Context: an optimization exercise on an open-source flow, tuned for small area. The choices shown serve that exercise and are no tape-out recipe. The RTL was checked by simulation tests, not by an equivalence proof against the original design. Power is estimated from default activity; no workload was simulated.

`flow/flow/run.sh`:
```
#!/bin/bash
# The standard layout (the standard.sh) with these changes:
#  - synthesis leaves arithmetic to ABC as plain logic (no extracted
#    half/full-adder cells, no Kogge-Stone carry map) and ABC maps for
#    area (flow/area.abc: &deepsyn then amap); registers, their names and cell types are those
#    of the standard synthesis;
#  - the port buffers are the smallest buffer (buf_1) instead of
#    clkdlybuf4s50_1; every port still gets its own buffer;
#  - clock tree synthesis uses clkbuf_8 and no dummy loads.
set -euo pipefail
WORK=$(pwd)
FLOWDIR=$WORK/flow

# synthesis script: the standard flow's own, with ABC's script swapped for flow/area.abc
{
  printf 'proc abc {args} {\n'
  printf '  set i [lsearch -exact $args -script]\n'
  printf '  if {$i >= 0} { lset args [expr {$i + 1}] {%s} }\n' "$FLOWDIR/area.abc"
  printf '  yosys abc {*}$args\n'
  printf '}\n'
  cat "$WORK/synth_recipe.tcl"
} > "$WORK/area_synth.tcl"

EXTRA="ADDER_MAP_FILE= SYNTH_OPERATIONS_ARGS=-noshare"
EXTRA="$EXTRA 'BUFFER_PORTS_ARGS=-buffer_cell sky130_fd_sc_hd__buf_1'"
EXTRA="$EXTRA 'CTS_ARGS=-sink_clustering_enable -repair_clock_nets -dont_use_dummy_load -buf_list sky130_fd_sc_hd__clkbuf_8'"

sed -e "s#SYNTH_SCRIPT=[^ ]*synth_recipe.tcl#SYNTH_SCRIPT=$WORK/area_synth.tcl#" \
    -e "s#CLKGATE_MAP_FILE= #CLKGATE_MAP_FILE= $EXTRA #" \
    "$WORK/standard.sh" > "$WORK/area_standard.sh"
grep -q "area_synth.tcl" "$WORK/area_standard.sh"
grep -q "dont_use_dummy_load" "$WORK/area_standard.sh"

bash "$WORK/area_standard.sh" > "$WORK/flow_make.log" 2>&1
```
`flow/flow/area.abc`:
```
strash
&get -n
&deepsyn -T 400
&put
dch -f
amap
topo
stime -c
```
`flow/standard.sh`:
```
#!/bin/bash
# synth_recipe.tcl (not shown) runs the flow's synth.tcl, then flattens the netlist and writes it again
# the make line also repeats each setting of config.mk as NAME=value (left out here)
make -C /OpenROAD-flow-scripts/flow DESIGN_CONFIG=/design/flow/config.mk WORK_HOME=/design/flow/orfs CLKGATE_MAP_FILE= SYNTH_SCRIPT=/design/flow/synth_recipe.tcl "${@:-finish}"
```
`flow/config.mk`:
```
export PLATFORM = sky130hd
export DESIGN_NAME = pong_core
export DESIGN_NICKNAME = pong_core
export VERILOG_FILES = /design/flow/design.v
export SDC_FILE = /design/flow/constraint.sdc
export NUM_CORES = 4
export LEC_CHECK = 0
export CAP_MARGIN = 20
export CORE_MARGIN = 2
export CORE_UTILIZATION = 40
export SLEW_MARGIN = 20
```
`flow/constraint.sdc`:
```
create_clock -name core_clock -period 25.0 [get_ports {clk}]
set_input_delay 5.0000 -clock core_clock [delete_from_list [all_inputs] [get_ports {clk}]]
set_output_delay 5.0000 -clock core_clock [all_outputs]
set_load 0.01 [all_outputs]
```
`flow/design.v`:
```
module pong_core(
	input			clk,
	input			rst,
	input			frame_tick,
	input			game_reset,
	input			p2_up,
	input			p2_down,
	input	[9:0]	hpos,
	input	[9:0]	vpos,
	input			active,
	output reg		pixel,
	output [12:0]	ball_x,
	output [12:0]	ball_y,
	output [12:0]	p1_y,
	output [12:0]	p2_y,
	output [3:0]	direction,
	output reg		goal_p1,
	output reg		goal_p2,
	output reg		nn_up,
	output reg		nn_down,
	output			nn_test
);
	reg [10:0] bx;		 
	reg [9:0]  by;		 
	reg [7:0]  pa;		 
	reg [7:0]  pb;		 
	reg [3:0]  dir;
	reg [4:0]  cnt;		 
	reg [3:0]  cd;		 
	reg [3:0]  cdp;		 
	assign ball_x = {1'b0, bx, 1'b0};
	assign ball_y = {2'b0, by, 1'b0};
	assign p1_y = {2'b0, pa, 3'b0};
	assign p2_y = {2'b0, pb, 3'b0};
	assign direction = dir;
	wire game_rst = game_reset | ((goal_p1 | goal_p2) & (cdp[3:1] == 3'd0));
	wire [7:0] pa_up = (pa <= 8'd36) ? 8'd35 : pa - 8'd2;
	wire [7:0] pa_dn = (pa >= 8'd204) ? 8'd205 : pa + 8'd2;
	wire [7:0] pb_up = (pb <= 8'd36) ? 8'd35 : pb - 8'd2;
	wire [7:0] pb_dn = (pb >= 8'd204) ? 8'd205 : pb + 8'd2;
	wire signed [4:0] dxh = (dir == 4'd0) ? 5'sd0 : (dir == 4'd1) ? 5'sd3 : (dir == 4'd2) ? 5'sd6 : (dir == 4'd3) ? 5'sd9 : (dir == 4'd4) ? 5'sd12 : (dir == 4'd5) ? 5'sd9 : (dir == 4'd6) ? 5'sd6 : (dir == 4'd7) ? 5'sd3 : (dir == 4'd8) ? 5'sd0 : (dir == 4'd9) ? -5'sd3 : (dir == 4'd10) ? -5'sd6 : (dir == 4'd11) ? -5'sd9 : (dir == 4'd12) ? -5'sd12 : (dir == 4'd13) ? -5'sd9 : (dir == 4'd14) ? -5'sd6 : -5'sd3;
	wire signed [4:0] dyh = (dir == 4'd0) ? -5'sd12 : (dir == 4'd1) ? -5'sd9 : (dir == 4'd2) ? -5'sd6 : (dir == 4'd3) ? -5'sd3 : (dir == 4'd4) ? 5'sd0 : (dir == 4'd5) ? 5'sd3 : (dir == 4'd6) ? 5'sd6 : (dir == 4'd7) ? 5'sd9 : (dir == 4'd8) ? 5'sd12 : (dir == 4'd9) ? 5'sd9 : (dir == 4'd10) ? 5'sd6 : (dir == 4'd11) ? 5'sd3 : (dir == 4'd12) ? 5'sd0 : (dir == 4'd13) ? -5'sd3 : (dir == 4'd14) ? -5'sd6 : -5'sd9;
	wire signed [11:0] bx_s = $signed({1'b0, bx}) + dxh;
	wire signed [10:0] by_s = $signed({1'b0, by}) + dyh;
	wire [10:0] bx_n = dxh[4] ? ((bx_s < 10) ? 11'd10 : bx_s[10:0]) : ((bx_s > 1270) ? 11'd1270 : bx_s[10:0]);
	wire [9:0]  by_n = dyh[4] ? ((by_s < 10) ? 10'd10 : by_s[9:0]) : ((by_s > 950) ? 10'd950 : by_s[9:0]);
	wire hit1 = (bx <= 11'd91);
	wire hit2 = (bx >= 11'd1197);
	wire [7:0] psel = hit1 ? pa : pb;
	wire signed [11:0] e = $signed({2'b0, by}) + 12'sd140 - $signed({2'b0, psel, 2'b0});	 
	reg [2:0] clu;
	always @* begin
		if (e < 0)          clu = 3'd7;
		else if (e < 40)    clu = 3'd0;
		else if (e < 80)    clu = 3'd1;
		else if (e < 120)   clu = 3'd2;
		else if (e < 162)   clu = 3'd3;
		else if (e < 202)   clu = 3'd4;
		else if (e < 242)   clu = 3'd5;
		else if (e < 282)   clu = 3'd6;
		else                clu = 3'd7;
	end
	wire [2:0] cm6 = hit1 ? clu : 3'd6 - clu;
	wire signed [4:0] rr = 5'sd5 + $signed({2'b0, cm6}) - $signed({2'b0, dir[2:0]});
	wire [2:0] rc = (rr < 1) ? 3'd1 : (rr > 7) ? 3'd7 : rr[2:0];
	wire [3:0] refd = {~hit1, rc};
	wire okd = (clu != 3'd7) & (dir[3] == hit1) & (dir[2:0] != 3'd0);
	wire wall = ((by == 10'd10) | (by == 10'd950)) & (cd == 4'd0);
	wire [3:0] cd_dec = (cd != 4'd0) ? cd - 4'd1 : cd;
	wire [3:0] cdp_dec = (cdp != 4'd0) ? cdp - 4'd1 : cdp;
	always @(posedge clk) begin
		if (rst) begin
			bx <= 11'd640; by <= 10'd480; pa <= 8'd120; pb <= 8'd120;
			dir <= 4'd4; cnt <= 5'd0; cd <= 4'd0; cdp <= 4'd0;
			goal_p1 <= 1'b0; goal_p2 <= 1'b0;
		end else if (frame_tick) begin
			cnt <= (cnt == 5'd29) ? 5'd0 : cnt + 5'd1;
			if (game_rst) begin
				bx <= 11'd640; by <= 10'd480; pa <= 8'd120; pb <= 8'd120;
				goal_p1 <= 1'b0; goal_p2 <= 1'b0;
				dir <= (cnt == 5'd0 || cnt == 5'd16) ? 4'd4 : (cnt == 5'd8 || cnt == 5'd24) ? 4'd12 : cnt[3:0];
				cd <= 4'd0; cdp <= 4'd0;
			end else begin
				bx <= bx_n; by <= by_n;
				if (nn_up) pa <= pa_up; else if (nn_down) pa <= pa_dn;
				if (p2_up) pb <= pb_up; else if (p2_down) pb <= pb_dn;
				if (wall) begin
					dir <= 4'd8 - dir;
					cd <= 4'd15;
					cdp <= cdp_dec;
					if (cdp == 4'd0) begin goal_p1 <= 1'b0; goal_p2 <= 1'b0; end
				end else if ((hit1 | hit2) && cdp == 4'd0) begin
					if (!okd) begin
						if (hit1) goal_p1 <= 1'b1; else goal_p2 <= 1'b1;
					end
					cd <= cd_dec;
					dir <= okd ? refd : dir;
					cdp <= 4'd15;
				end else begin
					if (cdp == 4'd0) begin goal_p1 <= 1'b0; goal_p2 <= 1'b0; end
					cd <= cd_dec;
					cdp <= cdp_dec;
				end
			end
		end
	end
	wire [9:0] bxs = bx[10:1];
	wire [9:0] bys = {1'b0, by[9:1]};
	wire [10:0] ux = {1'b0, hpos} + 11'd5 - {1'b0, bxs};
	wire [10:0] uy = {1'b0, vpos} + 11'd5 - {1'b0, bys};
	wire ball_on = (ux <= 11'd10) & (uy <= 11'd10) & (hpos != 10'd640) & (vpos != 10'd480);
	wire in1 = (hpos >= 10'd26) & (hpos <= 10'd34);
	wire in2 = (hpos >= 10'd605) & (hpos <= 10'd613);
	wire [7:0] pq = in1 ? pa : pb;
	wire [10:0] up_ = {1'b0, vpos} + 11'd70 - {2'b0, pq, 1'b0};
	wire pad_on = (in1 | in2) & (up_ <= 11'd140) & (vpos != 10'd480);
	always @(posedge clk) begin
		if (rst) pixel <= 1'b0;
		else pixel <= active & (ball_on | pad_on);
	end
	function [7:0] rom(input [5:0] a);
		case (a)
			6'd0: rom = 8'h80;
			6'd1: rom = 8'h7f;
			6'd2: rom = 8'h61;
			6'd3: rom = 8'h22;
			6'd4: rom = 8'h63;
			6'd5: rom = 8'h07;
			6'd6: rom = 8'hb2;
			6'd7: rom = 8'h80;
			6'd8: rom = 8'h49;
			6'd9: rom = 8'h0f;
			6'd10: rom = 8'h7f;
			6'd11: rom = 8'h80;
			6'd12: rom = 8'h07;
			6'd13: rom = 8'h0a;
			6'd14: rom = 8'hb0;
			6'd15: rom = 8'h7f;
			6'd16: rom = 8'hd9;
			6'd17: rom = 8'h7f;
			6'd18: rom = 8'h34;
			6'd19: rom = 8'h7f;
			6'd20: rom = 8'h41;
			6'd21: rom = 8'h18;
			6'd22: rom = 8'h7f;
			6'd23: rom = 8'hf5;
			6'd24: rom = 8'h85;
			6'd25: rom = 8'h45;
			6'd26: rom = 8'h30;
			6'd27: rom = 8'h80;
			6'd28: rom = 8'h43;
			6'd29: rom = 8'h91;
			6'd30: rom = 8'h7f;
			6'd31: rom = 8'h7f;
			6'd32: rom = 8'h80;
			6'd33: rom = 8'h15;
			6'd34: rom = 8'hb9;
			6'd35: rom = 8'hb8;
			6'd36: rom = 8'h80;
			6'd37: rom = 8'hdf;
			6'd38: rom = 8'h7f;
			6'd39: rom = 8'h80;
			6'd40: rom = 8'h7f;
			6'd41: rom = 8'hcb;
			6'd42: rom = 8'hfe;
			6'd43: rom = 8'hbf;
			6'd44: rom = 8'h03;
			6'd45: rom = 8'h7f;
			6'd46: rom = 8'h6f;
			6'd47: rom = 8'h7f;
			6'd48: rom = 8'h71;
			6'd49: rom = 8'h80;
			6'd50: rom = 8'h80;
			6'd51: rom = 8'h7f;
			6'd52: rom = 8'h00;
			6'd53: rom = 8'hd9;
			6'd54: rom = 8'h7f;
			6'd55: rom = 8'h80;
			6'd56: rom = 8'h80;
			6'd57: rom = 8'h7f;
			6'd58: rom = 8'h80;
			6'd59: rom = 8'hb4;
			6'd60: rom = 8'hd2;
			6'd61: rom = 8'h39;
			6'd62: rom = 8'hb0;
			6'd63: rom = 8'hf9;
			default: rom = 8'h00;
		endcase
	endfunction
	wire [4:0] cm = (cnt >= 5'd20) ? cnt - 5'd20 : (cnt >= 5'd10) ? cnt - 5'd10 : cnt;
	wire [3:0] nc = cm[3:0];
	reg [5:0] s;		 
	reg signed [17:0] S;	 
	reg [6:0] H;		 
	reg [3:0] R0, R1, R2, R3, R4;	 
	reg [16:0] P, Q;	 
	reg ph;				 
	reg tst;			 
	assign nn_test = tst;
	wire nrun = ~nc[3];			 
	wire s_init = (s == 6'd0);
	wire s_neu = (s >= 6'd1) && (s <= 6'd40);
	wire [5:0] k = s - 6'd1;
	wire [2:0] gb = 3'd7 - k / 5;	 
	wire [2:0] gj = k % 5;			 
	wire s_z0 = (s == 6'd41);		 
	wire s_m0 = (s >= 6'd42) && (s <= 6'd48);
	wire s_a0 = (s == 6'd49);
	wire s_z2 = (s == 6'd50);
	wire s_m2 = (s >= 6'd51) && (s <= 6'd57);
	wire s_a2 = (s == 6'd58);
	wire osel = (s_z0 | s_m0) ? ph ^ ~s[0] : ph ^ s[0];
	reg [3:0] rin;
	reg dbit;
	always @* begin
		case (gj)
		3'd0: begin rin = dir;        dbit = 1'b0; end
		3'd1: begin rin = bx[10:7];   dbit = (gb == 3'd0) ? 1'b0 : bx[gb - 3'd1]; end
		3'd2: begin rin = by[9:6];    dbit = (gb[2:1] == 2'd0) ? 1'b0 : by[gb - 3'd2]; end
		3'd3: begin rin = pa[7:4];    dbit = gb[2] ? pa[gb[1:0]] : 1'b0; end
		default: begin rin = pb[7:4]; dbit = gb[2] ? pb[gb[1:0]] : 1'b0; end
		endcase
		if (gb != 3'd7) rin = R0;
	end
	wire [4:0] t = {rin, dbit};
	wire [4:0] dv = (gj == 3'd0) ? 5'd16 : (gj == 3'd1) ? 5'd10 : 5'd15;
	wire qb = (t >= dv);
	wire [4:0] tr = qb ? t - dv : t;
	wire [5:0] ra = {nc[2:0], s_init ? 3'd5 : (s_m0 | s_m2) ? {2'b11, osel} : gj};
	wire [7:0] W = (s_z0 | s_z2) ? (osel ? 8'd31 : 8'h80) : rom(ra);
	wire hb = s_m0 ? H[6] : H[1];
	wire neg = s_neu & (gb == 3'd7);
	wire sel = s_init | (s_neu & (qb ^ neg)) | ((s_z0 | s_z2) & (nc == 4'd0)) | ((s_m0 | s_m2) & hb);
	wire zero = s_init | s_z0 | s_z2;
	wire dbl = (s_neu & (gj == 3'd0) & (gb != 3'd7)) | s_m0 | s_m2;
	wire signed [17:0] Aop = zero ? 18'sd0 : dbl ? (S <<< 1) : S;
	wire acc = nrun & (s_a0 | s_a2);		 
	wire clr = nc == 4'd0;				 
	wire ld = nrun & (s_z2 | (s == 6'd59));	 
	wire signed [17:0] Bop = (sel ? $signed({{10{W[7]}}, W} ^ {18{neg}}) : 18'sd0)
		| ((acc & ~clr) ? $signed({P[16], P}) : 18'sd0);
	wire signed [17:0] Snext = Aop + Bop + {17'd0, neg & sel};
	function [6:0] clampv(input [16:0] a);
		clampv = a[16] ? 7'd0 : (a[15:14] != 2'd0) ? 7'd127 : a[13:7];
	endfunction
	wire [6:0] lp = clampv(P);
	wire [6:0] lq = clampv(Q);
	wire pq_lt = (lp < lq);
	wire qp_lt = (lq < lp);
	wire l0_lt_l2 = ph ? qp_lt : pq_lt;
	wire l2_lt_l0 = ph ? pq_lt : qp_lt;
	wire [6:0] hc = S[17] ? 7'd0 : (S[16:14] != 3'd0) ? 7'd127 : S[13:7];
	always @(posedge clk) begin
		S <= Snext;
		R0 <= R1; R1 <= R2; R2 <= R3; R3 <= R4; R4 <= tr[3:0];
		H <= s_z0 ? hc : {H[5:0], H[6]};
		if (rst) begin
			s <= 6'd63;
			nn_up <= 1'b0; nn_down <= 1'b0;
			P <= -17'sd16384; Q <= 17'sd3968; ph <= 1'b0;
			tst <= 1'b0;
		end else begin
			ph <= ~ph;
			P <= ld ? S[16:0] : Q;
			Q <= P;
			if (frame_tick) begin
				s <= 6'd0;
				if (nc == 4'd9) begin nn_up <= ~l0_lt_l2; nn_down <= l0_lt_l2; end
			end else if (s != 6'd63) s <= s + 6'd1;
			if (nc == 4'd8 && s_init) tst <= l2_lt_l0;
		end
	end
endmodule
```
==> qor.yml, run 1 <==
fmax_mhz: 95.9
die_y_um: 160
cts_tree: "yes"
ys_ff_latch: 146
synth_ff_type: "dfxtp_1"
slew_headroom_pct: 33.3
path_clk_slew_ns: 0.09
synthTopCellsByArea: "dfxtp_1 (30%), nor2_1 (14%), o21ai_0 (8.5%)"
ys_warn_count: 1
synth_edf_count: 0
grt_overflow: 0
seqCellArea_mm2: 0.00292
num_rows: 57
io_pins: 89
p_leak_uw: 0.00370
async_flop_share_pct: 0
whs_path_depth: 0
drive_gt1_share_pct: 1.67
crit_top_cell: "nor2_1"
p_switching_uw: 474
core_mm2: 0.0241
hold_violations: 0
cts.htree.levels: 4
synth_top_area_cell: "dfxtp_1"
slowest_delay_ns: 0.53
ir_worst_vdd_uv: 81.5
report.final.slew_viol_count: 0
worst_pin_slew_ns: 0.994
powerDensity_mw_per_mm2: 93.7
hp-start: "R1[0]"
setup_viol: 0
die_w_um: 160
maxCapViolCount: 0
hpwl_um: 26900
multi_input_area_mm2: 0.00598
vias: 11300
power_frac_comb_pct: 53.5
ys_seq_area_share_pct: 30.0
finalWirelength_um: 34700
required_ns: 25.39
place_congestion: 0.935
rsz0062_at_grt: "no"
globalRouteTotalUtil_pct: 26.7
power_frac_seq_pct: 32.0
hold_path_class: "flip-flop to flip-flop"
status: "no timing/DRC/antenna violations"
hold_end: "R0[0]"
finalClockSkew_ns: 0.0286
critPathLaunchType: "flip-flop"
p_int_uw: 525
yosys.area.top_type_share_pct: 30.0
drc_errors: 0
synthTopCellsByCount: "nor2_1 (368), clkinv_1 (207), o21ai_0 (166)"
period_share_pct: 41.7
synth_area_per_cell_um2: 6.41
antenna_cells: 0
wl_per_cell_um: 17.9
cts_resized: 0
slowest_stage: "dfxtp_1"
synthDistinctLibCells: 49
arrival_ns: 10.82
cts_inserted_buffers: 17
sw_frac_of_total_pct: 47.4
initial_utilization_pct: 40.4
cts.sinks: 146
fin_nets: 1644
synthCells: 1517
cts_root_buf: "clkbuf_8"
grt_pass1_wl_um: 54500
drtPass1Iterations: 7
rr_endpoint: "S[17]"
cts_setup_buffers: 0
reg2reg_setup_slack_ns: 14.57
grt_antenna_before_repair: 0
tns_ns: 0
dp_slack_ns: 14.71
dieArea_mm2: 0.0256
rr_worst_depth: 63
grt_max_degree: 30
via_per_inst: 5.82
clk_latency_ns: 0.46
postLayoutCoreUtil_pct: 44.2
timing.final.ws_setup_ns: 14.57
grt_pass1_vias: 10300
r2r_start: "s[2]"
initialDrtViolationCount: 988
crit_fanout: 10
syn2layout_area_growth_pct: 9.53
io_buffers: 73
clock_path_buffers: 2
hold_buffers: 0
crit_type: "flip-flop to flip-flop"
synth_area_mm2: 0.00973
min_period_ns: 10.43
drtAntennaViolNets: 0
synth_most_common_cell: "nor2_1"
nFillCells: 2661
cp-end-kind: "flip-flop"
clock_power_share_pct: 14.5
power groups by stage:
| stage | Sequential (uW) | Combinational [uW] | Clock (uW) |
|---|---|---|---|
| 5_1_grt | 325 | 609 | 157 |
| 2_1_floorplan | 313 | 401 | 0 |
| 6_report | 320 | 534 | 145 |
| 4_1_cts | 320 | 528 | 149 |
| 3_5_place_dp | 325 | 525 | 0 |
| 3_3_place_gp | 325 | 526 | 0 |
worst max-delay path, delay by kind of cell, from the launching register on:
kind / cells / cell delay (ns)
AOI/OAI and AO/OA: 24 / 4.56
and+or+nand+nor: 33 / 4.18
DFF: 1 / 0.53
buffers and inverters: 6 / 1.13
state kept, by name (all words and copies together), names as in the netlist, 4 cells and up:
register,cells
R3,4
P,17
pb,8
cnt,5
R1,4
R0,4
cdp,4
S,18
bx,11
by,10
pa,8
s,6
Q,17
dir,4
cd,4
H,7
R4,4
R2,4
layout by cell type (no fill, tap or decap), types with 5 or more instances in the layout:
cell         n
nor2_1     368
clkinv_1   207
o21ai_0    166
dfxtp_1    146
nand2_1    118
a21oi_1     94
buf_1       73
o22ai_1     59
nor3_1      56
nand3_1     35
a31oi_1     28
o21a_1      18
or2_0       17
clkbuf_8    17
o32ai_1     16
a221oi_1    15
o22a_1      15
conb_1      15
o221ai_1    12
a211oi_1    11
nor2b_1     11
nor4_1      10
a22oi_1      9
buf_4        9
o211ai_1     8
a221o_1      7
a21o_1       7
o311ai_0     6
a2111oi_0    5
a21boi_0     5
cell type report:
type	instances	area share (%)
clock buffer	17	2.20
inverter	207	7.29
multi-input combinational	1163	56.1
sequential	146	27.4
tap	324	3.80
timing repair buffer	82	3.21
per-stage QoR:
step | hold WS [ns] | cells | area (um2) | total power [uW]
finish | 0.328 | 1939 | 10700 | 999
global route | 0.338 | 1939 | 10700 | 1090
CTS | 0.330 | 1939 | 10700 | 997
detailed placement | 0.312 | 1922 | 10400 | 851
global placement | 0.311 | 1922 | 10400 | 851
floorplan | 0.310 | 1531 | 9780 | 713
kinds of logic (layout without fill, tap and decap cells):
group / after synthesis / count (layout) / share of synthesized area [%]
flops: 146 / 146 / 30.0
other cells: 1 / 15 / 0.0385
compound gates: 519 / 519 / 34.0
simple gates: 629 / 629 / 26.8
buf+inv: 222 / 306 / 9.14
worst max-delay path by stage:
stage          start  endpoint  cells after the start
2_1_floorplan   s[2]     S[17]                     45
5_1_grt         s[2]     S[17]                     63
4_1_cts         s[2]     S[17]                     63
3_5_place_dp    s[0]     S[17]                     63
3_3_place_gp    s[0]     S[17]                     63
6_report        s[2]     S[17]                     63
metal layers:
metal | track usage (%) | wire length, um | vias up
met3 | 3.30 | 2130 | 94
met5 | 0 | 0 | -
met1 | 33.0 | 14700 | 5117
met2 | 45.7 | 16200 | 481
met4 | 13.6 | 1600 | 0
li1 | - | - | 5599
==> run 2, diff against run 1 <==
--- a/flow/design.v
+++ b/flow/design.v
@@ -196,4 +196,5 @@
 	reg [16:0] P, Q;	 
 	reg ph;				 
+	reg fresh;			 
 	reg tst;			 
 	assign nn_test = tst;
@@ -231,10 +232,10 @@
 	wire hb = s_m0 ? H[6] : H[1];
 	wire neg = s_neu & (gb == 3'd7);
-	wire sel = s_init | (s_neu & (qb ^ neg)) | ((s_z0 | s_z2) & (nc == 4'd0)) | ((s_m0 | s_m2) & hb);
+	wire clr = (nc == 4'd0) | fresh;	 
+	wire sel = s_init | (s_neu & (qb ^ neg)) | ((s_z0 | s_z2) & clr) | ((s_m0 | s_m2) & hb);
 	wire zero = s_init | s_z0 | s_z2;
 	wire dbl = (s_neu & (gj == 3'd0) & (gb != 3'd7)) | s_m0 | s_m2;
 	wire signed [17:0] Aop = zero ? 18'sd0 : dbl ? (S <<< 1) : S;
 	wire acc = nrun & (s_a0 | s_a2);		 
-	wire clr = nc == 4'd0;				 
 	wire ld = nrun & (s_z2 | (s == 6'd59));	 
 	wire signed [17:0] Bop = (sel ? $signed({{10{W[7]}}, W} ^ {18{neg}}) : 18'sd0)
@@ -255,13 +256,14 @@
 		R0 <= R1; R1 <= R2; R2 <= R3; R3 <= R4; R4 <= tr[3:0];
 		H <= s_z0 ? hc : {H[5:0], H[6]};
+		P <= ld ? S[16:0] : Q;
+		Q <= P;
 		if (rst) begin
 			s <= 6'd63;
 			nn_up <= 1'b0; nn_down <= 1'b0;
-			P <= -17'sd16384; Q <= 17'sd3968; ph <= 1'b0;
+			ph <= 1'b0; fresh <= 1'b1;
 			tst <= 1'b0;
 		end else begin
 			ph <= ~ph;
-			P <= ld ? S[16:0] : Q;
-			Q <= P;
+			if (nrun & s_a2) fresh <= 1'b0;
 			if (frame_tick) begin
 				s <= 6'd0;
==> run 2 against run 1 <==
Highest routed layer unchanged. Die area fell by 2.4%. Core utilization rose by 0.36 points. Synthesized area fell by 2.5%. Combinational power fell by 24%.
==> qor.yml, run 2 <==
dp.cells: 1835  # -4.5%
hold_violations: 0  # unchanged
die_w_um: 158  # -1.2%
post_dp_cell_area_mm2: 0.0102  # -2.2%
synthCells: 1432  # -5.6%
reg2reg_setup_slack_ns: 12.18  # -2.40 ns
critPathLaunchType: "flip-flop"
crit_type: "flip-flop to flip-flop"
crit_start: "s[3]"
synth_ff_type: "dfxtp_1"
rr_endpoint: "S[17]"
ir_worst_vdd_uv: 56.4  # -31%
wl_per_cell_um: 18.4  # +2.5%
period_share_pct: 51.3  # +9.6 points
cts.sinks: 147  # +0.68%
yosys.area.top_type_share_pct: 31.0  # +0.98 points
async_flop_share_pct: 0  # unchanged
synth_area_mm2: 0.00949  # -2.5%
globalRouteTotalUtil_pct: 27.3  # +0.65 points
grt_max_degree: 20  # -33%
finalClockSkew_ns: 0.0426  # +0.0140 ns
hold_buffers: 0  # unchanged
synth_most_common_cell: "nor2_1"
grt_pass1_wl_um: 53000  # -2.9%
num_rows: 56  # -1.8%
slew_headroom_pct: 35.8  # +2.5 points
worst_pin_slew_ns: 0.953  # -0.0409 ns
cts_tree: "yes"
r2r_start: "s[3]"
grt_overflow: 0  # unchanged
cts.htree.levels: 4  # unchanged
rr_worst_depth: 83  # +32%
largest_reg_flops: 18  # unchanged
ys_ff_latch: 147  # +0.68%
antenna_cells: 0  # unchanged
cts_resized: 0  # unchanged
initialDrtViolationCount: 759  # -23%
drtPass1Iterations: 5  # -2
ys_seq_area_share_pct: 31.0  # +0.98 points
grt_antenna_before_repair: 0  # unchanged
layout_commonest_cell: "nor2_1"
io_pins: 89  # unchanged
synthTopCellsByCount: "nor2_1 (319), clkinv_1 (183), dfxtp_1 (147)"
crit_fanout: 8  # -2
dp_slack_ns: 12.45  # -2.26 ns
drive_gt1_share_pct: 1.96  # +0.29 points
drtAntennaViolNets: 0  # unchanged
via_per_inst: 5.92  # +1.6%
die_y_um: 158  # -1.2%
cts_inserted_buffers: 17  # unchanged
report.final.slew_viol_count: 0  # unchanged
core_mm2: 0.0234  # -2.9%
fin_hold_ws_ns: 0.311  # -0.0161 ns
synthDistinctLibCells: 51  # +4.1%
p_leak_uw: 0.00367  # -0.92%
crit_top_cell: "nor2_1"
cp.buffers_inverters: 6  # unchanged
final_cell_area_mm2: 0.0104  # -2.1%
synth_area_per_cell_um2: 6.62  # +3.3%
regMostFlops: "S"
crit_family: "simple AND/OR/NAND/NOR gates"
cts_setup_buffers: 0  # unchanged
status: "no timing/DRC/antenna violations"
drc_errors: 0  # unchanged
synthTopCellsByArea: "dfxtp_1 (31%), nor2_1 (13%), o21ai_0 (7.7%)"
reg_top3: "S x18, P x17, Q x17"
required_ns: 25.31  # -0.08 ns
min_period_ns: 12.82  # +2.40 ns
io_buffers: 73  # unchanged
dieArea_mm2: 0.0250  # -2.4%
fmax_mhz: 78.0  # -19%
hold_path_class: "flip-flop to flip-flop"
timing.final.ws_setup_ns: 12.18  # -2.40 ns
nFillCells: 2508  # -5.7%
maxCapViolCount: 0  # unchanged
tns_ns: 0  # unchanged
slowest_delay_ns: 0.66  # +0.13 ns
multi_input_area_mm2: 0.00580  # -2.9%
clock_path_buffers: 2  # unchanged
finalWirelength_um: 34000  # -2.1%
final_cell_mix: "nor2_1 (319), clkinv_1 (183), dfxtp_1 (147)"
fin_cells: 1852  # -4.5%
ys_warn_count: 1  # unchanged
seqCellArea_mm2: 0.00294  # +0.68%
synth_top_area_cell: "dfxtp_1"
syn2layout_area_growth_pct: 9.95
initial_utilization_pct: 40.5  # +0.17 points
clk_latency_ns: 0.46  # about the same
arrival_ns: 13.14  # +2.32 ns
fin_nets: 1562  # -5.0%
cp-end-kind: "flip-flop"
vias: 11000  # -2.9%
cts_root_buf: "clkbuf_8"
powerDensity_mw_per_mm2: 87.6  # -6.5%
synth_edf_count: 0  # unchanged
path_clk_slew_ns: 0.08  # about the same
hpwl_um: 26500  # -1.4%
critical_path_depth: 83  # +32%
grt_pass1_vias: 9828  # -4.5%
cp-endpoint: "S[17]"
rsz0062_at_grt: "no"
place_congestion: 0.972  # +4.0%
slowest_stage: "nor4_1"
setup_viol: 0  # unchanged
[run 2: changes by cell type after synthesis, sizes merged, moves of 8 or more]
cell	change
a22oi	+15
clkinv	-24
nor2	-49
nor3	-13
nand3	-16
o21ai	-20
a31oi	-8
nand2	+8
o21a	+11
[run 2: cell type report]
cell class / count / area share, %
Clock buffer: 17 / 2.24
Inverter: 183 / 6.59
Multi-Input combinational cell: 1101 / 55.6
Sequential cell: 147 / 28.2
Tap cell: 319 / 3.83
Timing Repair Buffer: 85 / 3.49
[run 2: per-layer routing]
metal	up-vias	GRT usage, %	routed length (um)
met5	-	0	0
met4	0	9.57	986
met3	68	4.57	2470
met2	446	43.7	15100
met1	5077	37.1	15400
li1	5371	-	-
[run 2: power breakdown]
part           total [uW]  switching, uW  internal (uW)  leakage [uW]
registers             364           52.9            311       0.00122
clock network         144           83.9           60.1      0.000122
logic                 406            256            150       0.00232
total                 914            393            521       0.00367
[run 2: worst min-delay path by stage]
| stage | from | to | cells past startpoint |
|---|---|---|---|
| after floorplan | R1[0] | R0[0] | 0 |
| after global placement | R2[2] | R1[2] | 0 |
| after detailed placement | R3[0] | R2[0] | 0 |
| after CTS | R1[2] | R0[2] | 0 |
| after global routing | R1[2] | R0[2] | 0 |
| final | R4[3] | R3[3] | 0 |
[run 2: logic make-up (layout without fill, tap and decap cells)]
kind of cell | after synthesis | count (layout) | synth area share [%]
other | 1 | 15 | 0.0395
buffers and inverters | 198 | 285 | 8.43
DFF | 147 | 147 | 31.0
AOI/OAI and AO/OA | 522 | 522 | 35.8
and+or+nand+nor | 564 | 564 | 24.7
[run 2: through the flow]
step	utilization (%)	total power, uW
2_1_floorplan	-	660
3_3_place_gp	43.6	770
3_5_place_dp	43.6	768
4_1_cts	44.6	914
5_1_grt	44.6	991
6_report	44.6	914

## re-timing with driven ports
Ports are ideal in the flow. The routed layouts listed here were re-timed in OpenROAD.
Step 1 (the two cells are an assumption about what drives the block):
set clk [get_ports {clk}]
set_driving_cell -lib_cell sky130_fd_sc_hd__clkbuf_16 $clk
set_driving_cell -lib_cell sky130_fd_sc_hd__buf_2 [delete_from_list [all_inputs] $clk]
Step 2 moves the port delays by t, midway between the first and last clock arrival at a register: inputs arrive t later, outputs are due t later. That takes back most of the time a late clock gives input paths.
Slacks: ideal ports / drivers / drivers and shift; pairs: ideal ports / drivers.
run | t, ns | setup WS [ns] | hold WS [ns] | worst slew at a driven data input, ns | cell pins on the clock port's net
run 1 | 0.483 | 14.575 / 14.575 / 14.575 | 0.328 / 0.328 / 0.328 | 0.04 | 1
run 2 | 0.481 | 12.179 / 12.179 / 12.179 | 0.311 / 0.311 / 0.311 | 0.03 | 1
After both steps setup and hold are still met in every run listed.
